From an optimization exercise on the open Yosys and OpenROAD flow, aimed at small area, a short achievable clock period and few clock cycles per item; shortcuts taken in it are not production practice.
The RTL was checked by simulation tests, not by an equivalence proof against the original design.
No activity file was given, so power comes from the tool's default toggle rates.

==> flow/design.v <==
module Polygon #(
    parameter HALF_EYE_ANGLE = 520
)
(
    input clk,
    input rst_n,
    output reg oReadReq,
    input iRAMBusy,
    output [19:0] oRAMAddr,
    input  [15:0] iRAMData,
    input [19:0] iRAMPointCount,
    output [13:0] oAddr,
    input signed [15:0] iMemData,
    input [13:0] iPointCount,
    input signed [15:0] iAlpha, iBeta, iGamma,
    input iUseRAM,
    input i3D,
    input iStart,
    output oFinish,
    input iLineDrawRead,
    output signed [15:0] oU1, oU2, oV1, oV2,
    output oPointValid,
    output oIsRed
);
localparam T_A = 2'd0, T_B = 2'd1, T_G = 2'd2;
reg run, fin;
reg mRAM, m3D;
reg [15:0] pA, pB, pG;
reg [13:0] NP;               
assign oFinish = fin;
always @(posedge clk) begin
    if (!run) begin
        mRAM <= iUseRAM;
        m3D <= i3D;
        pA <= iAlpha;
        pB <= iBeta;
        pG <= iGamma;
        NP <= iUseRAM ? iRAMPointCount[13:0] : {iPointCount[12:0], 1'b0};
    end
end
function automatic [1:0] ptype(input [2:0] p);
    ptype = (p[2]) ? T_G : (p[1] ? T_B : T_A);
endfunction
function automatic pthread(input [2:0] p, input d3);
    pthread = (p[2] & d3) ? p[1] : p[0];
endfunction
reg [2:0] up;                
reg upV;                     
reg [13:0] pn4;              
wire [1:0] uT = ptype(up);
wire       ut = pthread(up, m3D);
wire       ue = m3D & up[0];             
wire       rEnd = m3D ? (up == 3'd7) : (up == 3'd5);
wire       lastRnd = (pn4 >= NP);
wire [2:0] nu = rEnd ? 3'd0 : up + 3'd1;
wire [1:0] nuT = ptype(nu);
wire       nut = pthread(nu, m3D);
wire       nuV = !(rEnd && lastRnd);
wire [2:0] needN = !nuV ? 3'd0 : (nuT == T_A) ? 3'd4 : (nuT == T_B) ? 3'd2 : 3'd0;
wire [13:0] adDelta = (nuT == T_A) ? (nut ? 14'd1 : 14'd0) :
                      (nut ? 14'd2 : 14'h3ff7);
reg [13:0] ad;
reg [2:0] need;              
reg fA;                      
assign oAddr = ad;
assign oRAMAddr = {6'd0, ad};
wire [15:0] memw = mRAM ? iRAMData : iMemData;
wire fetch = (need != 3'd0) && (!mRAM || !iRAMBusy);
wire capX0 = fetch && fA && (need == 3'd4);
wire capY0 = fetch && (fA ? (need == 3'd3) : (need == 3'd2));
wire capX1 = fetch && fA && (need == 3'd2);
wire capY1 = fetch && (need == 3'd1);
wire [13:0] adStep = (fA && need == 3'd3) ? 14'd2 : (!fA && need == 3'd2) ? 14'd3 : 14'd1;
wire [15:0] gAng = m3D ? (ue ? pG - HALF_EYE_ANGLE : pG + HALF_EYE_ANGLE) : pG;
wire [15:0] uAng = (uT == T_A) ? pA : (uT == T_B) ? pB : gAng;
reg [1:0] L0q;
always @(posedge clk) L0q <= uAng[15:14];
reg [12:1] oh;               
reg itr;                     
reg full;
reg signed [15:0] ang;
reg signed [15:0] A1r;       
always @(posedge clk) A1r <= {{3{~uAng[13]}}, uAng[12:0]};
reg [1:0] curT; reg curt;    
reg curL;                    
reg r1, r2;                  
reg signed [15:0] atan;
always @(*) begin
    atan = ({16{oh[1]}} & 16'sd4836) | ({16{oh[2]}} & 16'sd2555) |
           ({16{oh[3]}} & 16'sd1297) | ({16{oh[4]}} & 16'sd651) |
           ({16{oh[5]}} & 16'sd325) | ({16{oh[6]}} & 16'sd162) |
           ({16{oh[7]}} & 16'sd81) | ({16{oh[8]}} & 16'sd40) |
           ({16{oh[9]}} & 16'sd20) | ({16{oh[10]}} & 16'sd10) |
           ({16{oh[11]}} & 16'sd5) | ({16{oh[12]}} & 16'sd2);
end
wire busyIter = itr;
wire dpos = ~ang[15] | ~busyIter;       
wire signed [15:0] angA = busyIter ? ang : A1r;
wire dposA = ~ang[15];       
wire signed [15:0] nang = angA + (atan ^ {16{dposA}}) + {15'd0, dposA};
wire d13 = ~ang[15];
wire signed [15:0] a14 = ang + (d13 ? 16'hffff : 16'h0001);
reg qv;
reg qd13, qd14;
reg [1:0] qT; reg qt, qL;
wire gfree;                  
wire gacc = qv && gfree;
wire qfree = !qv || gacc;
wire hand = full && qfree;                       
wire canStart = upV && r2;
wire startFire = canStart && !busyIter && (!full || hand);
wire inFinal;
always @(posedge clk or negedge rst_n) begin
    if (!rst_n) begin
        oh <= 12'd0;
        itr <= 1'b0;
        full <= 1'b0;
        up <= 3'd0;
        upV <= 1'b0;
        pn4 <= 14'd4;
        need <= 3'd0;
        fA <= 1'b1;
        ad <= 14'd0;
        oReadReq <= 1'b0;
        r1 <= 1'b0;
        r2 <= 1'b0;
    end else if (!run) begin
        oh <= 12'd0;
        itr <= 1'b0;
        full <= 1'b0;
        up <= 3'd0;
        upV <= 1'b1;
        pn4 <= 14'd4;
        need <= 3'd4;
        fA <= 1'b1;
        ad <= 14'd0;
        oReadReq <= iUseRAM;
        r1 <= 1'b0;
        r2 <= 1'b0;
    end else begin
        r1 <= inFinal;
        r2 <= r1;
        if (fetch) begin
            need <= need - 3'd1;
            ad <= ad + adStep;
            if (need == 3'd1) oReadReq <= 1'b0;
        end
        if (oh[12]) full <= 1'b1;
        else if (hand) full <= 1'b0;
        if (startFire) oh <= 12'd1;
        else oh <= {oh[11:1], 1'b0};
        itr <= startFire || (|oh[11:1]);
        if (startFire) begin
            up <= nu;
            upV <= nuV;
            if (rEnd) pn4 <= pn4 + 14'd4;
            need <= needN;
            fA <= (nuT == T_A);
            if (needN != 3'd0) ad <= ad + adDelta;
            oReadReq <= mRAM && (needN != 3'd0);
            r1 <= 1'b0;
            r2 <= 1'b0;
            end
    end
end
always @(posedge clk) begin
    if (startFire || busyIter) ang <= nang;
    if (startFire) begin
        curT <= uT;
        curt <= ut;
        curL <= lastRnd;
    end
end
always @(posedge clk or negedge rst_n) begin
    if (!rst_n) qv <= 1'b0;
    else if (!run) qv <= 1'b0;
    else if (hand) qv <= 1'b1;
    else if (gacc) qv <= 1'b0;
end
always @(posedge clk) begin
    if (hand) begin
        qd13 <= d13;
        qd14 <= ~a14[15];
        qT <= curT;
        qt <= curt;
        qL <= curL;
    end
end
reg gbusy;
reg [11:0] gh;               
reg gd14;                    
reg gord;                    
reg [1:0] gT; reg gt, gL;
wire gw1 = gh[6];
wire gw2 = gh[11];
wire git = gh[0];
wire gHold;
assign gfree = !gbusy || (gw2 && !gHold);
wire dfree0, dfree1;
wire dfree = dfree0 && dfree1;
wire dbz0, dbz1, dbt0, dbt1;
wire dBlk = (dbz0 && (dbt0 == gt)) || (dbz1 && (dbt1 == gt));
assign gHold = (gw1 && (gT == T_G) && !dfree) || (gw2 && (gT == T_B) && dBlk);
wire dStart = gw1 && (gT == T_G) && dfree;
reg [1:0] pw;
assign inFinal = (need == 3'd0) && !((uT != T_A) && pw[ut]);
always @(posedge clk or negedge rst_n) begin
    if (!rst_n) pw <= 2'b00;
    else if (!run) pw <= 2'b00;
    else begin
        if (gw1 && !gHold && gT != T_G) pw[gt] <= 1'b0;
        if (hand && curT != T_G) pw[curt] <= 1'b1;
    end
end
wire [11:0] ghN = gacc ? 12'd1 : gHold ? gh : gw2 ? 12'd0 : {gh[10:0], 1'b0};
wire gordN = gacc ? (qT == T_G) : gord;
reg cInit, cSh2, cSub, cUseX;
always @(posedge clk) begin
    cInit <= ghN[1] | ghN[6];
    cSh2 <= ghN[1] | ghN[5] | ghN[6] | ghN[10];
    cSub <= ghN[1] | ghN[2] | ghN[3] | ghN[6] | ghN[7] | ghN[8];
    cUseX <= gordN ^ (|ghN[11:6]);
end
always @(posedge clk or negedge rst_n) begin
    if (!rst_n) begin
        gbusy <= 1'b0;
        gh <= 12'd0;
    end else if (!run) begin
        gbusy <= 1'b0;
        gh <= 12'd0;
    end else begin
        if (gacc) begin
            gbusy <= 1'b1;
            gh <= 12'd1;
        end else if (gHold) begin
        end else if (gw2) begin
            gbusy <= 1'b0;
            gh <= 12'd0;
        end else begin
            gh <= {gh[10:0], 1'b0};
        end
    end
end
always @(posedge clk) begin
    if (gacc) begin
        gd14 <= qd14;
        gord <= gordN;
        gT <= qT;
        gt <= qt;
        gL <= qL;
    end
end
wire accEn = gbusy && !gw2 && !gHold;
wire w1s2 = gw1 && !gHold && (gT != T_G);       
wire w2s1 = gw2 && (gT == T_A);                  
wire w2s3 = gw2 && (gT == T_B) && !gHold;        
wire w2g = gw2 && (gT == T_G);                   
wire mDone0, mDone1, mt0, mt1, mL0, mL1;
wire [25:0] res0, res1;
wire aTake0, aTake1;
PolyLane lane0 (
    .clk(clk), .rst_n(rst_n), .run(run),
    .memw(memw), .capX(capX0), .capY(capY0),
    .uT(uT), .ut(ut), .L0q(L0q),
    .startFire(startFire), .busyIter(busyIter), .oh(oh), .dpos(dpos), .hand(hand),
    .qd13(qd13), .gd14(gd14), .git(git),
    .gacc(gacc), .cInit(cInit), .cSh2(cSh2), .cSub(cSub), .cUseX(cUseX), .accEn(accEn),
    .gt(gt), .gL(gL), .w1s2(w1s2), .w2s1(w2s1), .w2s3(w2s3), .w2g(w2g),
    .dStart(dStart), .aTake(aTake0),
    .dfree(dfree0), .dbz(dbz0), .dbt(dbt0), .mDone(mDone0), .res(res0), .mt(mt0), .mL(mL0)
);
PolyLane lane1 (
    .clk(clk), .rst_n(rst_n), .run(run),
    .memw(memw), .capX(capX1), .capY(capY1),
    .uT(uT), .ut(ut), .L0q(L0q),
    .startFire(startFire), .busyIter(busyIter), .oh(oh), .dpos(dpos), .hand(hand),
    .qd13(qd13), .gd14(gd14), .git(git),
    .gacc(gacc), .cInit(cInit), .cSh2(cSh2), .cSub(cSub), .cUseX(cUseX), .accEn(accEn),
    .gt(gt), .gL(gL), .w1s2(w1s2), .w2s1(w2s1), .w2s3(w2s3), .w2g(w2g),
    .dStart(dStart), .aTake(aTake1),
    .dfree(dfree1), .dbz(dbz1), .dbt(dbt1), .mDone(mDone1), .res(res1), .mt(mt1), .mL(mL1)
);
reg sel;                     
reg rEye;                    
reg gotFirst;                
reg ended;                   
reg oValid, oRed, oLast;
reg [25:0] O1, O2, Xs;       
wire [25:0] res = sel ? res1 : res0;
wire rDone = sel ? mDone1 : mDone0;
wire rt = sel ? mt1 : mt0;
wire rL = sel ? mL1 : mL0;
wire aEmit = (mRAM ? gotFirst : 1'b1) && !ended;
wire romTake = !mRAM && mDone0 && mDone1 && !oValid && !ended;
wire ramTake = mRAM && rDone && !oValid && !ended;
wire take = romTake || ramTake;
assign aTake0 = mDone0 && (ended || romTake || (ramTake && !sel));
assign aTake1 = mDone1 && (ended || romTake || (ramTake && sel));
wire [1:0] lastIdx = NP[1:0] - 2'd1;
wire isLast = (mRAM ? (rL && ({rt, sel} == lastIdx)) : (mL1 && (mt1 == lastIdx[1]))) &&
              (rEye || !m3D);
wire lineRead = oValid && iLineDrawRead;
wire aUpd = run && take;
assign oPointValid = oValid;
assign oIsRed = oRed;
assign oU1 = {{3{O1[25]}}, O1[25:13]};
assign oV1 = {{3{O1[12]}}, O1[12:0]};
assign oU2 = {{3{O2[25]}}, O2[25:13]};
assign oV2 = {{3{O2[12]}}, O2[12:0]};
always @(posedge clk or negedge rst_n) begin
    if (!rst_n) begin
        run <= 1'b0;
        fin <= 1'b1;
        oValid <= 1'b0;
        oLast <= 1'b0;
        ended <= 1'b0;
        gotFirst <= 1'b0;
        rEye <= 1'b0;
        sel <= 1'b0;
    end else if (!run) begin
        oValid <= 1'b0;
        oLast <= 1'b0;
        ended <= 1'b0;
        gotFirst <= 1'b0;
        rEye <= 1'b0;
        sel <= 1'b0;
        if (iStart) begin
            run <= 1'b1;
            fin <= 1'b0;
        end
    end else begin
        if (lineRead) begin
            oValid <= 1'b0;
            if (oLast) begin
                run <= 1'b0;
                fin <= 1'b1;
            end
        end
        if (take) begin
            if (aEmit) begin
                oValid <= 1'b1;
                oLast <= isLast;
                if (isLast) ended <= 1'b1;
            end
            if (m3D) rEye <= !rEye;
            if (!m3D || rEye) begin
                gotFirst <= 1'b1;
                if (mRAM) sel <= !sel;
            end
        end
    end
end
always @(posedge clk) begin
    if (aUpd) begin
        oRed <= rEye;
        if (mRAM) begin
            if (gotFirst) O1 <= m3D ? Xs : O2;
            if (gotFirst || !m3D || rEye) O2 <= res;
            if (m3D) begin
                if (gotFirst) Xs <= O2;
                else if (!rEye) Xs <= res;
            end
        end else begin
            O1 <= res0;
            O2 <= res1;
        end
    end
end
endmodule
module PolyLane (
    input clk,
    input rst_n,
    input run,
    input [15:0] memw,
    input capX,
    input capY,
    input [1:0] uT,
    input ut,
    input [1:0] L0q,
    input startFire,
    input busyIter,
    input [12:1] oh,
    input dpos,
    input hand,
    input qd13,
    input gd14,
    input git,
    input gacc,
    input cInit,
    input cSh2,
    input cSub,
    input cUseX,
    input accEn,
    input gt,
    input gL,
    input w1s2,
    input w2s1,
    input w2s3,
    input w2g,
    input dStart,
    input aTake,
    output dfree,
    output dbz,
    output dbt,
    output mDone,
    output [25:0] res,
    output reg mt,
    output reg mL
);
localparam T_A = 2'd0, T_B = 2'd1, T_G = 2'd2;
reg [15:0] s1 [0:1];         
reg [15:0] s2 [0:1];         
reg [15:0] s3 [0:1];         
wire [15:0] mw8 = {memw[12:0], 3'b0};
reg [15:0] L0a, L0b;
always @(posedge clk) begin
    if (uT != T_A) L0a <= s2[ut];
    else if (capX) L0a <= mw8;
    if (uT == T_G) L0b <= s1[ut];
    else if (capY) L0b <= mw8;
end
wire [15:0] nla = -L0a;
wire [15:0] nlb = -L0b;
reg  [15:0] lx, ly;
always @(*) begin
    case (L0q)
        2'b00: begin lx = L0a; ly = L0b; end
        2'b01: begin lx = nlb; ly = L0a; end
        2'b10: begin lx = nla; ly = nlb; end
        default: begin lx = L0b; ly = nla; end
    endcase
end
reg signed [15:0] L1x, L1y;
always @(posedge clk) begin
    L1x <= lx;
    L1y <= ly;
end
reg signed [16:0] x, y;
reg signed [16:0] shx, shy;
integer k;
always @(*) begin
    shx = busyIter ? 17'sd0 : {L1x[15], L1x};
    shy = busyIter ? 17'sd0 : {L1y[15], L1y};
    for (k = 1; k < 13; k = k + 1) begin
        if (oh[k]) begin
            shx = shx | (x >>> k);
            shy = shy | (y >>> k);
        end
    end
end
wire signed [16:0] ax = busyIter ? x : {L1x[15], L1x};
wire signed [16:0] ay = busyIter ? y : {L1y[15], L1y};
wire signed [16:0] nx = ax + (shy ^ {17{dpos}}) + {16'd0, dpos};
wire signed [16:0] ny = ay + (shx ^ {17{~dpos}}) + {16'd0, ~dpos};
always @(posedge clk) begin
    if (startFire || busyIter) begin
        x <= nx;
        y <= ny;
    end
end
reg signed [16:0] qx, qy;
always @(posedge clk) begin
    if (hand) begin
        qx <= x;
        qy <= y;
    end
end
wire signed [16:0] qsy = qy >>> 13;
wire signed [16:0] qsx = qx >>> 13;
wire signed [16:0] ex = qx + (qsy ^ {17{qd13}}) + {16'd0, qd13};
wire signed [16:0] ey = qy + (qsx ^ {17{~qd13}}) + {16'd0, ~qd13};
reg signed [16:0] gx, gy;
wire signed [16:0] gsy = gy >>> 14;
wire signed [16:0] gsx = gx >>> 14;
wire signed [16:0] fx = gx + (gsy ^ {17{gd14}}) + {16'd0, gd14};
wire signed [16:0] fy = gy + (gsx ^ {17{~gd14}}) + {16'd0, ~gd14};
reg signed [17:0] acc;
wire [15:0] gres = acc[16:1];
wire signed [16:0] gV = cUseX ? gx : gy;
wire signed [17:0] gVin = {gV[16], gV};
wire signed [17:0] gAin = cInit ? gVin : acc;
wire signed [17:0] gsh = cSh2 ? (gAin >>> 2) : (gAin >>> 3);
wire signed [17:0] gnext = gsh + (gVin ^ {18{cSub}}) + {17'd0, cSub};
always @(posedge clk) begin
    if (gacc) begin
        gx <= ex;
        gy <= ey;
    end else if (git) begin
        gx <= fx;
        gy <= fy;
    end
    if (accEn) acc <= gnext;
    if (w1s2) s2[gt] <= gres;
    if (w2s1) s1[gt] <= gres;
    if (w2s3) s3[gt] <= gres;
end
reg dbusy;
reg [3:0] dc;
reg dxok;
reg [15:0] dR, dd;
reg [14:0] dq;               
reg [15:0] dX;
reg dt, dL;
assign dbz = dbusy;
assign dbt = dt;
wire [15:0] dRs = {dR[14:0], 1'b0};
wire dge = (dRs >= dd);
wire dDone = dbusy && (dc == 4'd14) && dxok;
wire dq15 = (gres <= 16'd11360) || (gres >= 16'd58976);
wire mfree;
wire dHand = dDone && mfree;
assign dfree = !dbusy || dHand;
always @(posedge clk or negedge rst_n) begin
    if (!rst_n) begin
        dbusy <= 1'b0;
        dc <= 4'd0;
        dxok <= 1'b0;
    end else if (!run) begin
        dbusy <= 1'b0;
        dc <= 4'd0;
        dxok <= 1'b0;
    end else begin
        if (dStart) begin
            dbusy <= 1'b1;
            dc <= 4'd0;
            dxok <= 1'b0;
        end else begin
            if (dbusy && dc != 4'd14) dc <= dc + 4'd1;
            if (w2g) dxok <= 1'b1;
            if (dHand) dbusy <= 1'b0;
        end
    end
end
always @(posedge clk) begin
    if (dStart) begin
        dR <= dq15 ? gres + 16'd6560 : 16'd17920;
        dq <= {14'd0, dq15};
        dd <= 16'd11360 - gres;
    end else if (dbusy && dc != 4'd14) begin
        dR <= dge ? dRs - dd : dRs;
        dq <= {dq[13:0], dge};
    end
    if (w2g) begin
        dX <= gres;
        dt <= gt;
        dL <= gL;
    end
end
reg mbusy;
reg [3:0] mc;
reg [13:0] ms;
reg signed [15:0] mX, mY, aU, aV;
assign mDone = mbusy && (mc == 4'd14);
assign mfree = !mbusy || aTake;
wire signed [16:0] sU = {aU[15], aU} + (ms[0] ? {mX[15], mX} : 17'sd0);
wire signed [16:0] sV = {aV[15], aV} + (ms[0] ? {mY[15], mY} : 17'sd0);
assign res = {aU[15:3], aV[15:3]};
always @(posedge clk or negedge rst_n) begin
    if (!rst_n) begin
        mbusy <= 1'b0;
        mc <= 4'd0;
    end else if (!run) begin
        mbusy <= 1'b0;
        mc <= 4'd0;
    end else begin
        if (dHand) begin
            mbusy <= 1'b1;
            mc <= 4'd0;
        end else begin
            if (mbusy && !mDone) mc <= mc + 4'd1;
            if (aTake) mbusy <= 1'b0;
        end
    end
end
always @(posedge clk) begin
    if (dHand) begin
        ms <= dq[14:1];
        mX <= dX;
        mY <= s3[dt];
        mt <= dt;
        mL <= dL;
        aU <= dq[0] ? {dX[15], dX[15:1]} : 16'sd0;
        aV <= dq[0] ? {s3[dt][15], s3[dt][15:1]} : 16'sd0;
    end else if (mbusy && !mDone) begin
        aU <= sU[16:1];
        aV <= sV[16:1];
        ms <= ms >> 1;
    end
end
endmodule
==> flow/flow/run.sh <==
#!/bin/bash
set -euo pipefail
bash standard.sh SETUP_SLACK_MARGIN=8 finish > standard_flow.log 2>&1
==> flow/standard.sh <==
#!/bin/bash
# synth_recipe.tcl (not shown) runs the flow's synth.tcl, then flattens the netlist and writes it again
# the make line also repeats each setting of config.mk as NAME=value (left out here)
make -C /OpenROAD-flow-scripts/flow DESIGN_CONFIG=/design/flow/config.mk WORK_HOME=/design/flow/orfs CLKGATE_MAP_FILE= SYNTH_SCRIPT=/design/flow/synth_recipe.tcl "${@:-finish}"
==> flow/config.mk <==
export PLATFORM = sky130hd
export DESIGN_NAME = Polygon
export DESIGN_NICKNAME = Polygon
export VERILOG_FILES = /design/flow/design.v
export SDC_FILE = /design/flow/constraint.sdc
export NUM_CORES = 4
export LEC_CHECK = 0
export CAP_MARGIN = 20
export CORE_MARGIN = 2
export CORE_UTILIZATION = 40
export SLEW_MARGIN = 20
==> flow/constraint.sdc <==
create_clock -name core_clock -period 12.0 [get_ports {clk}]
set_input_delay 2.4000 -clock core_clock [delete_from_list [all_inputs] [get_ports {clk}]]
set_output_delay 2.4000 -clock core_clock [all_outputs]
set_load 0.01 [all_outputs]
==> impl_metrics.env, run 1 <==
export IMPL_start_util_pct=40.2
export IMPL_max_stage_delay_ns=0.44
export IMPL_core_area_um2=169000
export IMPL_clk_pin_slew_ns=0.06
export IMPL_ys_async_sr_fraction_pct=8.45
export IMPL_chipHeight_um=416
export IMPL_reg2reg_from="oh[9]"
export IMPL_antenna_found_initial=12
export IMPL_antenna_left=0
export IMPL_grt_ovfl_total=0
export IMPL_hold_depth=0
export IMPL_pre_cts_slack_ns=6.78
export IMPL_synth_top_area_cell="edfxtp_1"
export IMPL_crit_buf_inv=2
export IMPL_clockBufferDepth=3
export IMPL_slew_viol_final=0
export IMPL_cts_buffers=130
export IMPL_grt_max_degree=88
export IMPL_timing_final_crit_share_pct=33.9
export IMPL_path_max_fanout=7
export IMPL_fmax_ghz=0.246
export IMPL_period_needed_ns=4.07
export IMPL_setup_viol=0
export IMPL_wl_per_cell_um=21.1
export IMPL_slowest_stage="a2111oi_4"
export IMPL_ys_flop_type="edfxtp_1"
export IMPL_hpwl_mm=125
export IMPL_clock_latency_ns=0.79
export IMPL_synth_edf_count=927
export IMPL_firstDrtPassIters=10
export IMPL_status="no timing/DRC/antenna violations"
export IMPL_place_congestion=0.866
export IMPL_crit_arrival_ns=4.56
export IMPL_cts_sinks=1136
export IMPL_viasPerCell=5.70
export IMPL_hold_end="gL"
export IMPL_vdd_ir_drop_max_v=0.000230
export IMPL_rows=151
export IMPL_rsz0062_at_grt="yes"
export IMPL_r2r_end="lane1.x[16]"
export IMPL_htreeDepth=4
export IMPL_p_total_mw=25.0
export IMPL_synth_area_um2=68000
export IMPL_max_cap_viol_count=0
export IMPL_r2r_slack_ns=7.93
export IMPL_placed_area_um2=72100
export IMPL_hold_viol_final=0
export IMPL_port_buffers=203
export IMPL_pin_count=223
export IMPL_tns_ns=0
export IMPL_drc_errors=0
export IMPL_crit_path_start_kind="flop"
export IMPL_power_density_nw_per_um2=317
export IMPL_synth_seq_cells=1136
export IMPL_synth_top_area_share_pct=41.0
export IMPL_nets=7253
export IMPL_syn_to_final_growth_pct=16.3
export IMPL_leakage_nw=29.9
export IMPL_synth_cells=6488
export IMPL_ys_seq_area_share_pct=47.8
export IMPL_dr_first_iter_drc_count=5273
export IMPL_grt_pass1_wl_mm=288
export IMPL_dieWidth_um=416
export IMPL_synth_cell_types=83
export IMPL_grtUsageTotal_pct=21.2
export IMPL_clock_skew_ns=0.0485
export IMPL_grt_pass1_vias=49500
export IMPL_reg2reg_depth=18
export IMPL_worstMarginPinSlew_ns=1.14
export IMPL_path_cells="buf_12, a222oi_1, nand3_1, a2111oi_4, mux2i_1, inv_1, fa_2, nor2b_2, o21ai_2, a21boi_2, o21ai_2, a21boi_2, o2111ai_2, a31oi_4, nand4_1, nand4b_1, a21oi_2, xnor2_1"
export IMPL_syn_area_per_cell_um2=10.5
export IMPL_cts_root_buf="clkbuf_16"
export IMPL_yosys_warnings=2
export IMPL_num_vias=51500
export IMPL_cts_tree="done"
export IMPL_stdcell_area_um2=79100
export IMPL_slew_headroom_pct=24.0
export IMPL_min_from="qL"
export IMPL_timing_final_ws_setup_ns=7.93
export IMPL_path_class="flop to flop"
export IMPL_synth_area_leaders="edfxtp_1 41%, ha_1 7.3%, xnor2_1 4.3%"
export IMPL_required_ns=12.49
export IMPL_end_kind="flop"
export IMPL_dieArea_um2=173000
export IMPL_cpLargestDelayFamily="compound AO/OA/AOI/OAI gates"
export IMPL_drive_gt1_share_pct=13.2
export IMPL_hold_path_class="flop to flop"
export IMPL_routed_wl_mm=191
export IMPL_hold_slack_ns=0.411
cell type report:
cell class              instances  area, um^2
inverters                     195         767
diodes                          3        7.51
repair buffers                462        4650
fillers                     15500       90000
well taps                    2218        2780
clock inverters                73         618
multi-input cells            4789       34100
clock buffers                 167        3550
flip-flops and latches       1136       32600
registers in the layout, summed over array words and instances (netlist names), 26 cells and up, named ones only:
signal / cells
lane0.s2: 32
lane1.s3: 32
lane1.s2: 32
lane0.s1: 32
O2: 26
lane0.s3: 32
Xs: 26
O1: 26
lane1.s1: 32
routing by layer:
metal  up-vias  wire (um)  track usage (%)
met1     25000      82700             28.5
li1      24400          -                -
met2      1761      87000             33.9
met3       407      11800             3.13
met5         -          0                0
met4         0       9120             9.52
Yosys cell counts, types with 33 or more instances:
cell type,instances
ha_1,394
edfxtp_1,927
nand2b_1,67
nor2b_1,91
nor2_1,438
dfxtp_1,113
nand3_1,201
a31oi_1,33
and2_1,96
clkbuf_1,259
mux2i_1,235
buf_1,74
and3_1,57
nand4_1,55
xnor2_1,331
nor3_1,118
a211oi_1,61
xor2_1,161
inv_1,191
a21o_1,68
nand2_1,711
a222oi_1,38
mux2_2,129
a21boi_0,35
o21ai_0,343
a221oi_1,41
mux4_2,36
dfrtp_1,93
or3_1,63
a21oi_1,436
o22ai_1,45
a22oi_1,105
worst max-delay path by stage:
stage	depth (start not counted)	from	slack [ns]	to
CTS	13	oh[10]	7.79	lane0.y[16]
floorplan	10	lane1.mc[0]	7.81	lane0.acc[10]
detailed placement	10	iRAMBusy	6.78	ad[12]
global placement	14	mRAM	6.85	ad[13]
finish	18	oh[9]	7.93	lane1.x[16]
global route	18	oh[9]	7.72	lane1.x[16]
cells in the final DEF, fill, tap and decap left out, types with 66 or more instances in the layout:
cell type	count
a22oi_1	102
buf_4	191
edfxtp_1	927
inv_1	184
nand2b_1	66
nor2b_1	84
a21oi_1	406
nor2_1	429
dfxtp_1	107
nor3_1	116
dlygate4sd2_1	83
nand2_1	705
xnor2_1	328
clkdlybuf4s50_1	106
nand3_1	201
o21ai_0	313
xor2_1	158
clkbuf_16	138
a21o_1	68
ha_1	390
and2_1	94
mux2i_1	232
mux2_2	128
repair_timing:
item	CTS	global route
setup endpoints to repair	549	292
pin swaps	50	84
hold buffers	0	0
cloned	12	7
resized for setup	297	156
buffers inserted	85	62
power breakdown:
group / total, mW / internal, mW / switching, mW / leakage (nW)
registers: 7.17 / 5.99 / 1.18 / 10.5
clock network: 3.90 / 2.19 / 1.71 / 2.06
logic: 14.0 / 6.31 / 7.65 / 17.3
total: 25.0 / 14.5 / 10.5 / 29.9
logic make-up (layout without fill, tap and decap cells):
logic type                 after synthesis  after routing  synth area share, %
AOI/OAI and AO/OA                     1445           1445                 13.5
xor gates and xnor gates               492            492                 6.34
adders and majority gates              418            418                 7.96
buffers and inverters                  568            897                 3.36
DFF                                   1136           1136                 47.8
muxes                                  403            403                 6.91
other                                    1              9              0.00552
and+or+nand+nor                       2025           2025                 14.1
through the flow:
step | util [%] | instances
final | 46.8 | 9043
after global placement | 42.7 | 8634
after global routing | 46.8 | 9041
after CTS | 46.1 | 8971
after floorplan | - | 6493
after detailed placement | 42.7 | 8634
Testbench counts, summed over its fixed seeds: cycles 101,203, lines 3,390.
==> run 2: changes to the inputs <==
--- a/flow/design.v
+++ b/flow/design.v
@@ -102,9 +102,5 @@
 wire signed [15:0] a14 = ang + (d13 ? 16'hffff : 16'h0001);
-reg qv;
-reg qd13, qd14;
-reg [1:0] qT; reg qt, qL;
 wire gfree;                  
-wire gacc = qv && gfree;
-wire qfree = !qv || gacc;
-wire hand = full && qfree;                       
+wire hand = full && gfree;
+wire gacc = hand;
 wire canStart = upV && r2;
@@ -173,25 +169,11 @@
 end
-always @(posedge clk or negedge rst_n) begin
-    if (!rst_n) qv <= 1'b0;
-    else if (!run) qv <= 1'b0;
-    else if (hand) qv <= 1'b1;
-    else if (gacc) qv <= 1'b0;
-end
-always @(posedge clk) begin
-    if (hand) begin
-        qd13 <= d13;
-        qd14 <= ~a14[15];
-        qT <= curT;
-        qt <= curt;
-        qL <= curL;
-    end
-end
 reg gbusy;
-reg [11:0] gh;               
-reg gd14;                    
+reg [12:0] gh;               
+reg gd13, gd14;              
 reg gord;                    
 reg [1:0] gT; reg gt, gL;
-wire gw1 = gh[6];
-wire gw2 = gh[11];
-wire git = gh[0];
+wire gw1 = gh[7];
+wire gw2 = gh[12];
+wire git = gh[0] | gh[1];
+wire git13 = gh[0];
 wire gHold;
@@ -214,10 +196,10 @@
 end
-wire [11:0] ghN = gacc ? 12'd1 : gHold ? gh : gw2 ? 12'd0 : {gh[10:0], 1'b0};
-wire gordN = gacc ? (qT == T_G) : gord;
+wire [12:0] ghN = gacc ? 13'd1 : gHold ? gh : gw2 ? 13'd0 : {gh[11:0], 1'b0};
+wire gordN = gacc ? (curT == T_G) : gord;
 reg cInit, cSh2, cSub, cUseX;
 always @(posedge clk) begin
-    cInit <= ghN[1] | ghN[6];
-    cSh2 <= ghN[1] | ghN[5] | ghN[6] | ghN[10];
-    cSub <= ghN[1] | ghN[2] | ghN[3] | ghN[6] | ghN[7] | ghN[8];
-    cUseX <= gordN ^ (|ghN[11:6]);
+    cInit <= ghN[2] | ghN[7];
+    cSh2 <= ghN[2] | ghN[6] | ghN[7] | ghN[11];
+    cSub <= ghN[2] | ghN[3] | ghN[4] | ghN[7] | ghN[8] | ghN[9];
+    cUseX <= gordN ^ (|ghN[12:7]);
 end
@@ -226,6 +208,6 @@
         gbusy <= 1'b0;
-        gh <= 12'd0;
+        gh <= 13'd0;
     end else if (!run) begin
         gbusy <= 1'b0;
-        gh <= 12'd0;
+        gh <= 13'd0;
     end else begin
@@ -233,3 +215,3 @@
             gbusy <= 1'b1;
-            gh <= 12'd1;
+            gh <= 13'd1;
         end else if (gHold) begin
@@ -237,5 +219,5 @@
             gbusy <= 1'b0;
-            gh <= 12'd0;
+            gh <= 13'd0;
         end else begin
-            gh <= {gh[10:0], 1'b0};
+            gh <= {gh[11:0], 1'b0};
         end
@@ -245,7 +227,8 @@
     if (gacc) begin
-        gd14 <= qd14;
+        gd13 <= d13;
+        gd14 <= ~a14[15];
         gord <= gordN;
-        gT <= qT;
-        gt <= qt;
-        gL <= qL;
+        gT <= curT;
+        gt <= curt;
+        gL <= curL;
     end
@@ -265,3 +248,3 @@
     .startFire(startFire), .busyIter(busyIter), .oh(oh), .dpos(dpos), .hand(hand),
-    .qd13(qd13), .gd14(gd14), .git(git),
+    .gd13(gd13), .gd14(gd14), .git(git), .git13(git13),
     .gacc(gacc), .cInit(cInit), .cSh2(cSh2), .cSub(cSub), .cUseX(cUseX), .accEn(accEn),
@@ -276,3 +259,3 @@
     .startFire(startFire), .busyIter(busyIter), .oh(oh), .dpos(dpos), .hand(hand),
-    .qd13(qd13), .gd14(gd14), .git(git),
+    .gd13(gd13), .gd14(gd14), .git(git), .git13(git13),
     .gacc(gacc), .cInit(cInit), .cSh2(cSh2), .cSub(cSub), .cUseX(cUseX), .accEn(accEn),
@@ -384,5 +367,6 @@
     input hand,
-    input qd13,
+    input gd13,
     input gd14,
     input git,
+    input git13,
     input gacc,
@@ -460,18 +444,8 @@
 end
-reg signed [16:0] qx, qy;
-always @(posedge clk) begin
-    if (hand) begin
-        qx <= x;
-        qy <= y;
-    end
-end
-wire signed [16:0] qsy = qy >>> 13;
-wire signed [16:0] qsx = qx >>> 13;
-wire signed [16:0] ex = qx + (qsy ^ {17{qd13}}) + {16'd0, qd13};
-wire signed [16:0] ey = qy + (qsx ^ {17{~qd13}}) + {16'd0, ~qd13};
 reg signed [16:0] gx, gy;
-wire signed [16:0] gsy = gy >>> 14;
-wire signed [16:0] gsx = gx >>> 14;
-wire signed [16:0] fx = gx + (gsy ^ {17{gd14}}) + {16'd0, gd14};
-wire signed [16:0] fy = gy + (gsx ^ {17{~gd14}}) + {16'd0, ~gd14};
+wire signed [16:0] gsy = git13 ? (gy >>> 13) : (gy >>> 14);
+wire signed [16:0] gsx = git13 ? (gx >>> 13) : (gx >>> 14);
+wire gdi = git13 ? gd13 : gd14;
+wire signed [16:0] fx = gx + (gsy ^ {17{gdi}}) + {16'd0, gdi};
+wire signed [16:0] fy = gy + (gsx ^ {17{~gdi}}) + {16'd0, ~gdi};
 reg signed [17:0] acc;
@@ -485,4 +459,4 @@
     if (gacc) begin
-        gx <= ex;
-        gy <= ey;
+        gx <= x;
+        gy <= y;
     end else if (git) begin
==> impl_metrics.env, run 2 <==
export IMPL_ys_seq_area_share_pct=48.1
export IMPL_period_needed_ns=4.07
export IMPL_comb_power_share_pct=57.4
export IMPL_syn_area_per_cell_um2=10.4
export IMPL_switchingPower_mw=10.6
export IMPL_yosys_warnings=2
export IMPL_cts_tree="done"
export IMPL_r2r_slack_ns=7.93
export IMPL_required_ns=12.49
export IMPL_grt_ovfl_total=0
export IMPL_fmax_ghz=0.246
export IMPL_pre_cts_slack_ns=6.58
export IMPL_clk_pin_slew_ns=0.06
export IMPL_synth_seq_cells=1063
export IMPL_core_area_um2=156000
export IMPL_hold_end="gL"
export IMPL_layout_common_cells="854 x edfxtp_1, 646 x nand2_1, 431 x nor2_1"
export IMPL_reg2reg_depth=14
export IMPL_timing_final_crit_share_pct=33.9
export IMPL_htreeDepth=3
export IMPL_path_max_fanout=29
export IMPL_syn_to_final_growth_pct=17.9
export IMPL_reg2reg_from="oh[11]"
export IMPL_rsz0062_at_grt="yes"
export IMPL_worstMarginPinSlew_ns=1.11
export IMPL_num_vias=48400
export IMPL_synth_top_area_share_pct=40.7
export IMPL_max_stage_delay_ns=0.44
export IMPL_max_cap_viol_count=0
export IMPL_rows=145
export IMPL_end_kind="flop"
export IMPL_hpwl_mm=120
export IMPL_synth_edf_count=854
export IMPL_synth_area_um2=63000
export IMPL_hold_buffers=0
export IMPL_synth_cell_types=85
export IMPL_wl_per_cell_um=21.6
export IMPL_ys_async_sr_fraction_pct=9.03
export IMPL_synth_area_leaders="edfxtp_1 41%, ha_1 6.6%, xnor2_1 4.1%"
export IMPL_routed_wl_mm=183
export IMPL_slowest_stage="or3_4"
export IMPL_start_util_pct=40.3
export IMPL_grt_pass1_wl_mm=274
export IMPL_fillers=14200
export IMPL_cts_buffers=118
export IMPL_cp_common_cell="or3_4"
export IMPL_vdd_ir_drop_max_v=0.000194
export IMPL_setup_viol=0
export IMPL_leakage_nw=27.9
export IMPL_r2r_end="lane1.y[16]"
export IMPL_status="no timing/DRC/antenna violations"
export IMPL_p_int_mw=14.7
export IMPL_grt_max_degree=99
export IMPL_final_common_cell="edfxtp_1"
export IMPL_nets=6749
export IMPL_tns_ns=0
export IMPL_clockPowerShare_pct=14.9
export IMPL_antenna_found_initial=5
export IMPL_port_buffers=203
export IMPL_clock_latency_ns=0.75
export IMPL_crit_path_start_kind="flop"
export IMPL_cts_sinks=1063
export IMPL_pin_count=223
export IMPL_path_cells="buf_12, or3_4, or2_4, or3_4, buf_6, or3_4, a21oi_4, xnor2_2, ha_2, or3_4, o31ai_4, o2111ai_2, a21oi_2, xnor2_1"
export IMPL_dieWidth_um=401
export IMPL_ys_flop_type="edfxtp_1"
export IMPL_min_from="curL"
export IMPL_grt_pass1_vias=46500
export IMPL_hold_depth=0
export IMPL_hold_path_class="flop to flop"
export IMPL_chipHeight_um=401
export IMPL_antenna_left=0
export IMPL_crit_arrival_ns=4.56
export IMPL_placed_area_um2=66900
export IMPL_yosysMostFrequentCell="edfxtp_1"
export IMPL_grtUsageTotal_pct=21.6
export IMPL_slew_viol_final=0
export IMPL_dr_first_iter_drc_count=5043
export IMPL_synth_common_cells="854 x edfxtp_1, 656 x nand2_1, 439 x nor2_1"
export IMPL_switching_share_pct=41.9
export IMPL_slew_headroom_pct=26.1
export IMPL_drc_errors=0
export IMPL_dieArea_um2=161000
export IMPL_cts_root_buf="clkbuf_16"
export IMPL_hold_viol_final=0
export IMPL_power_density_nw_per_um2=341
export IMPL_viasPerCell=5.74
export IMPL_synth_cells=6043
export IMPL_timing_final_ws_setup_ns=7.93
export IMPL_drive_gt1_share_pct=14.9
export IMPL_clock_skew_ns=0.0373
export IMPL_seq_power_share_pct=27.6
export IMPL_place_congestion=0.887
export IMPL_synth_top_area_cell="edfxtp_1"
export IMPL_clockBufferDepth=3
export IMPL_firstDrtPassIters=7
export IMPL_path_class="flop to flop"
export IMPL_stdcell_area_um2=74300
==> run 2: logic make-up after synthesis <==
logic type | synth area share (%)
compound gates | 14.2
flops | 48.1
buf+inv | 3.70
simple gates | 13.1
mux | 7.46
fa+ha+maj | 7.27
xor+xnor | 6.16
other cells | 0.00595
==> run 2: worst max-delay path by stage <==
stage | depth (start not counted) | end | slack [ns] | startpoint
floorplan | 3 | lane0.L0a[0] | 7.64 | iRAMBusy
global placement | 17 | lane1.x[16] | 6.57 | itr
detailed placement | 17 | lane1.x[16] | 6.58 | itr
CTS | 2 | oAddr[0] | 7.88 | ad[0]
global route | 14 | lane1.x[16] | 7.81 | oh[11]
finish | 14 | lane1.y[16] | 7.93 | oh[11]
==> run 2: power groups by stage <==
stage | logic (mW) | clock network, mW | registers, mW
2_1_floorplan | 10.1 | 0 | 6.27
3_3_place_gp | 11.8 | 0 | 7.09
3_5_place_dp | 12.1 | 0 | 7.11
4_1_cts | 13.2 | 3.85 | 6.98
5_1_grt | 15.9 | 3.99 | 7.08
6_report | 14.5 | 3.78 | 6.99
==> run 2: per-layer routing <==
layer | track usage [%] | part of all wire [%] | vias to the layer above
met5 | 0 | 0.0071 | -
met4 | 7.67 | 3.1 | 2
li1 | - | - | 22700
met2 | 34.9 | 46 | 1763
met1 | 29.2 | 43 | 23700
met3 | 3.82 | 7.8 | 324
==> run 2: area by class of cell <==
| type | instances | area (um^2) | share of cell area [%] |
|---|---|---|---|
| multi-input combinational | 4397 | 31700 | 42.7 |
| sequential | 1063 | 30400 | 40.9 |
| timing repair buffer | 482 | 4720 | 6.36 |
| clock buffer | 145 | 3240 | 4.37 |
| tap | 2058 | 2570 | 3.47 |
| inverter | 212 | 825 | 1.11 |
| clock inverter | 75 | 795 | 1.07 |
| antenna | 3 | 7.51 | 0.0101 |
==> run 2: per-stage QoR <==
stage                     hold WS (ns)  total power [mW]  utilization [%]  cells
final                            0.422              25.3             47.5   8435
after CTS                        0.423              24.0             46.4   8332
after floorplan                  0.400              16.4                -   6048
after global placement           0.402              18.9             42.8   8011
after detailed placement         0.407              19.2             42.8   8011
after global routing             0.437              27.0             47.5   8432
==> run 2: timing repair <==
action	4_1_cts	5_1_grt
pin swaps	41	101
gates cloned	8	4
gates resized for setup	301	209
setup buffers	93	96
endpoints found under the setup margin	526	244
==> run 2: critical path, delay by kind of cell (launching register included) <==
| kind | cells | cell delay (ns) |
|---|---|---|
| simple gates | 5 | 1.82 |
| compound gates | 4 | 0.86 |
| flops | 1 | 0.40 |
| buf+inv | 2 | 0.33 |
| fa+ha+maj | 1 | 0.21 |
| xor+xnor | 2 | 0.17 |
Testbench counts of run 2, summed over its fixed seeds: cycles 103,158, lines 3,390.

-- re-timing with driven ports --
How much do the figures lean on ideal ports? The routed layouts below were timed once more, with nothing changed but the port constraints. Step 1 assumes that a clkbuf_16 drives the clock port and a buf_2 every other input. Step 2 moves the port delays by t, midway between the first and last clock arrival at a register: inputs arrive t later, outputs are due t later. That takes back most of the time a late clock gives input paths. Slacks: ideal ports / drivers / drivers and shift; pairs: ideal ports / drivers.
run | t, ns | setup WS [ns] | worst hold slack (ns) | worst setup path after step 2 | worst slew at a driven data input, ns
run 1 | 0.857 | 7.932 / 7.915 / 7.363 | 0.411 / 0.411 / 0.411 | input to register | 0.07
run 2 | 0.810 | 7.929 / 7.929 / 7.260 | 0.422 / 0.422 / 0.422 | input to register | 0.13
After both steps every run listed still meets setup and hold. The setup slack of run 2, which loses most, moves by 0.000 ns with the drivers and by -0.669 ns with both steps.
